What follows belongs to an exercise in optimizing a design on an open flow for small area; a production flow would make more cautious choices. At most, simulation tests tie the RTL to the original design; equivalence was not proved. No activity file was given, so power comes from the tool's default toggle rates.

// Main
module Main(
	input CLOCK_50,
	input rst,
	input [3:0] KEY,
	input [5:0] SW,
	input [9:0] SENSOR_N,
	input [3:0] BOUNDARY_N,
	input UART_RXD,
	output UART_TXD,
	output [3:0] MOTOR_MAIN,
	output [3:0] MOTOR_MAGNET,
	output MAGNET_N,
	output [10:0] DISPLAY
	);
	wire clk = CLOCK_50;
	reg [3:0] posKEY;
	reg [3:0] edgeKEY;
	integer i;
	always @(posedge clk) begin
		if (rst) begin
			posKEY <= 4'b0000;
			edgeKEY <= 4'b0000;
		end
		else begin
			for (i = 0; i < 4; i = i + 1) begin
				if (!KEY[i] & !edgeKEY[i]) begin
					posKEY[i] <= 1;
					edgeKEY[i] <= 1;
				end
				else if (KEY[i]) edgeKEY[i] <= 0;
				else posKEY[i] <= 0;
			end
		end
	end
	wire [9:0] sensorData;
	wire [3:0] bnd;  
	genvar g;
	generate
		for (g = 0; g < 10; g = g + 1) begin : sf
			filt u(.clk(clk), .rst(rst), .in_n(SENSOR_N[g]), .out(sensorData[g]));
		end
		for (g = 0; g < 4; g = g + 1) begin : bf
			filt u(.clk(clk), .rst(rst), .in_n(BOUNDARY_N[g]), .out(bnd[g]));
		end
	endgenerate
	reg [12:0] racc;
	reg rtick;
	always @(posedge clk)
		if (rst) {rtick, racc} <= 14'd0;
  ...
==> flow/config.mk <==
export PLATFORM = sky130hd
export DESIGN_NAME = Main
export DESIGN_NICKNAME = Main
export VERILOG_FILES = /design/flow/design.v
export SDC_FILE = /design/flow/constraint.sdc
export NUM_CORES = 4
export LEC_CHECK = 0
export CAP_MARGIN = 20
export CORE_MARGIN = 2
export CORE_UTILIZATION = 65
export SLEW_MARGIN = 20
==> flow/constraint.sdc <==
create_clock -name core_clock -period 20.0 [get_ports {CLOCK_50}]
set_input_delay 4.0000 -clock core_clock [delete_from_list [all_inputs] [get_ports {CLOCK_50}]]
set_output_delay 4.0000 -clock core_clock [all_outputs]
set_load 0.01 [all_outputs]
standard.sh (not shown) runs the stock make flow with config.mk's settings and CLKGATE_MAP_FILE= SYNTH_SCRIPT=/design/flow/synth_recipe.tcl, a recipe that flattens the netlist after the stock synthesis.
==> flow/flow/run.sh <==
#!/bin/bash
# Own layout flow: the standard synthesis, then the combinational logic is
# re-mapped by ABC with an area-oriented script (flip-flops are kept as they are,
# same cells and names), then the standard layout from floorplan on, with
# port buffers of the smallest buffer and a clock tree of small buffers without
# dummy loads.
set -euo pipefail
HERE=$(pwd)
R=$HERE/orfs/results/${FLOW_PLATFORM}/Main/base
LIB=$FLOW_HOME/platforms/${FLOW_PLATFORM}/lib/sky130_fd_sc_hd__tt_025C_1v80.lib
YOSYS=$FLOW_HOME/../tools/install/yosys/bin/yosys
export BUFFER_PORTS_ARGS="-buffer_cell sky130_fd_sc_hd__buf_1"
export CTS_ARGS="$(cat $HERE/flow/cts_args.txt)"

bash standard.sh synth > standard_synth.log 2>&1
cp $R/1_2_yosys.v $HERE/std_1_2_yosys.v

cat > $HERE/remap.ys <<EOY
read_liberty -ignore_miss_func $LIB
read_verilog $HERE/std_1_2_yosys.v
hierarchy -top ${FLOW_TOP}
setattr -mod -set keep_hierarchy 1 sky130_fd_sc_hd__*df* sky130_fd_sc_hd__*dl* sky130_fd_sc_hd__conb_1
flatten
rename -hide w:_*_.*
select ${FLOW_TOP}
opt_clean
abc -liberty $LIB -dont_use sky130_fd_sc_hd__probe_p_8 -dont_use sky130_fd_sc_hd__probec_p_8 -dont_use sky130_fd_sc_hd__lpflow_bleeder_1 -dont_use sky130_fd_sc_hd__lpflow_clkbufkapwr_1 -dont_use sky130_fd_sc_hd__lpflow_clkbufkapwr_16 -dont_use sky130_fd_sc_hd__lpflow_clkbufkapwr_2 -dont_use sky130_fd_sc_hd__lpflow_clkbufkapwr_4 -dont_use sky130_fd_sc_hd__lpflow_clkbufkapwr_8 -dont_use sky130_fd_sc_hd__lpflow_clkinvkapwr_1 -dont_use sky130_fd_sc_hd__lpflow_clkinvkapwr_16 -dont_use sky130_fd_sc_hd__lpflow_clkinvkapwr_2 -dont_use sky130_fd_sc_hd__lpflow_clkinvkapwr_4 -dont_use sky130_fd_sc_hd__lpflow_clkinvkapwr_8 -dont_use sky130_fd_sc_hd__lpflow_decapkapwr_12 -dont_use sky130_fd_sc_hd__lpflow_decapkapwr_3 -dont_use sky130_fd_sc_hd__lpflow_decapkapwr_4 -dont_use sky130_fd_sc_hd__lpflow_decapkapwr_6 -dont_use sky130_fd_sc_hd__lpflow_decapkapwr_8 -dont_use sky130_fd_sc_hd__lpflow_inputiso0n_1 -dont_use sky130_fd_sc_hd__lpflow_inputiso0p_1 -dont_use sky130_fd_sc_hd__lpflow_inputiso1n_1 -dont_use sky130_fd_sc_hd__lpflow_inputiso1p_1 -dont_use sky130_fd_sc_hd__lpflow_inputisolatch_1 -dont_use sky130_fd_sc_hd__lpflow_isobufsrc_1 -dont_use sky130_fd_sc_hd__lpflow_isobufsrc_16 -dont_use sky130_fd_sc_hd__lpflow_isobufsrc_2 -dont_use sky130_fd_sc_hd__lpflow_isobufsrc_4 -dont_use sky130_fd_sc_hd__lpflow_isobufsrc_8 -dont_use sky130_fd_sc_hd__lpflow_isobufsrckapwr_16 -dont_use sky130_fd_sc_hd__lpflow_lsbuf_lh_hl_isowell_tap_1 -dont_use sky130_fd_sc_hd__lpflow_lsbuf_lh_hl_isowell_tap_2 -dont_use sky130_fd_sc_hd__lpflow_lsbuf_lh_hl_isowell_tap_4 -dont_use sky130_fd_sc_hd__lpflow_lsbuf_lh_isowell_4 -dont_use sky130_fd_sc_hd__lpflow_lsbuf_lh_isowell_tap_1 -dont_use sky130_fd_sc_hd__lpflow_lsbuf_lh_isowell_tap_2 -dont_use sky130_fd_sc_hd__lpflow_lsbuf_lh_isowell_tap_4  -script +$(cat $HERE/flow/abc_script.txt)
opt_clean
hilomap -singleton -hicell sky130_fd_sc_hd__conb_1 HI -locell sky130_fd_sc_hd__conb_1 LO
insbuf -buf sky130_fd_sc_hd__buf_4 A X
opt_clean -purge
rename -enumerate -pattern rm_%_
stat -liberty $LIB
write_verilog -noattr -nohex -nodec -selected $HERE/remap_1_2_yosys.v
EOY
$YOSYS -s $HERE/remap.ys > remap.log 2>&1
cp $HERE/remap_1_2_yosys.v $R/1_2_yosys.v
rm -f $R/1_synth.odb $R/1_synth.sdc
bash standard.sh > standard.log 2>&1
Other scripts of this flow, unchanged in this note and not shown: flow/flow/abc_script.txt, flow/flow/cts_args.txt
The first run finished clean.
Then changed:
--- a/flow/design.v
+++ b/flow/design.v
@@ -156,41 +156,26 @@
 		else if (rtick) begin
 			if (RxD_sync_inv[1] && RxD_cnt_inv != 2'b11) RxD_cnt_inv <= RxD_cnt_inv + 2'h1;
 			else if (~RxD_sync_inv[1] && RxD_cnt_inv != 2'b00) RxD_cnt_inv <= RxD_cnt_inv - 2'h1;
 			if (RxD_cnt_inv == 2'b00) RxD_bit_inv <= 1'b0;
 			else if (RxD_cnt_inv == 2'b11) RxD_bit_inv <= 1'b1;
 		end
-	reg [3:0] rstate;
-	reg [3:0] bit_spacing;
-	wire next_bit = (bit_spacing == 4'd10);
-	wire frame_end = rtick && next_bit && rstate == 4'b0001;
+	reg [6:0] rt;
+	wire in_frame = (rt <= 7'd74);
+	wire sample = rtick && in_frame && (rt[2:0] == 3'd2) && (rt[6:3] != 4'd0);
 	always @(posedge clk)
-		if (rst) bit_spacing <= 4'b0000;
-		else if (rstate == 0) bit_spacing <= (bit_spacing[3] && bit_spacing[2:0] != 3'd6 && bit_spacing[2:0] != 3'd7) ? bit_spacing + 4'd1 : 4'd0;
-		else if (frame_end) bit_spacing <= RxD_bit_inv ? 4'd0 : 4'd11;
-		else if (rtick) bit_spacing <= {bit_spacing[2:0] + 4'b0001} | {bit_spacing[3], 3'b000};
-	always @(posedge clk)
-		if (rst) rstate <= 4'b0000;
-		else if (rtick)
-			case (rstate)
-				4'b0000: if (RxD_bit_inv) rstate <= 4'b1000;
-				4'b1000: if (next_bit) rstate <= 4'b1001;
-				4'b1001: if (next_bit) rstate <= 4'b1010;
-				4'b1010: if (next_bit) rstate <= 4'b1011;
-				4'b1011: if (next_bit) rstate <= 4'b1100;
-				4'b1100: if (next_bit) rstate <= 4'b1101;
-				4'b1101: if (next_bit) rstate <= 4'b1110;
-				4'b1110: if (next_bit) rstate <= 4'b1111;
-				4'b1111: if (next_bit) rstate <= 4'b0001;
-				4'b0001: if (next_bit) rstate <= 4'b0000;
-				default: rstate <= 4'b0000;
-			endcase
+		if (rst) rt <= 7'd79;
+		else if (rt == 7'd79) begin
+			if (rtick && RxD_bit_inv) rt <= 7'd0;
+		end
+		else if (rt >= 7'd75) rt <= rt + 7'd1;
+		else if (rtick) rt <= (rt == 7'd74 && RxD_bit_inv) ? 7'd79 : rt + 7'd1;
 	reg [7:0] rdata;
 	always @(posedge clk)
-		if (rtick && next_bit && rstate[3]) rdata <= {~RxD_bit_inv, rdata[7:1]};
-	wire cv = (rstate == 0) && (bit_spacing == 4'd13 || bit_spacing == 4'd14);
+		if (sample && rt != 7'd74) rdata <= {~RxD_bit_inv, rdata[7:1]};
+	wire cv = (rt == 7'd77) || (rt == 7'd78);
 	wire [1:0] top = rdata[7:6];
 	wire [5:0] lo = rdata[5:0];
 	wire c00 = cv & (top == 2'b00);
 	wire c10 = cv & (top == 2'b10);
 	wire c11 = cv & (top == 2'b11);
 	wire mv_cmd = c00 & (lo[2:0] == 3'b000);
Effect:
- clock power went down by about 4%
- cell area came out lower by 1.4%
- clock skew goes up by 0.014 ns
- global-route usage stays flat
- synthesized cell count came out lower by 2.9%
For the second run of this note, only the layout was checked, not whether the RTL still works.

static timing again, ports no longer ideal:
How much do the figures lean on ideal ports? The routed layouts below were timed once more, with nothing changed but the port constraints. Step 1 (the two cells are an assumption about what drives the block):
set clk [get_ports {CLOCK_50}]
set_driving_cell -lib_cell sky130_fd_sc_hd__clkbuf_16 $clk
set_driving_cell -lib_cell sky130_fd_sc_hd__buf_2 [delete_from_list [all_inputs] $clk]
Step 2 moves the port delays by t, midway between the first and last clock arrival at a register: inputs arrive t later, outputs are due t later. That takes back most of the time a late clock gives input paths. Slacks: ideal / step 1 / step 2; pairs: ideal / step 1.
| run | t (ns) | slack for setup (ns) | slew at the worst register clock pin (ns) | worst slew at a driven data input, ns |
|---|---|---|---|---|
| the first run | 0.619 | 14.126 / 14.085 / 14.063 | 0.11 / 0.11 | 0.07 |
| the second run | 0.726 | 14.037 / 13.997 / 13.883 | 0.11 / 0.11 | 0.04 |
After both steps every run listed still meets setup and hold. The setup slack of the second run, which loses most, moves by -0.040 ns with the drivers and by -0.154 ns with both steps.
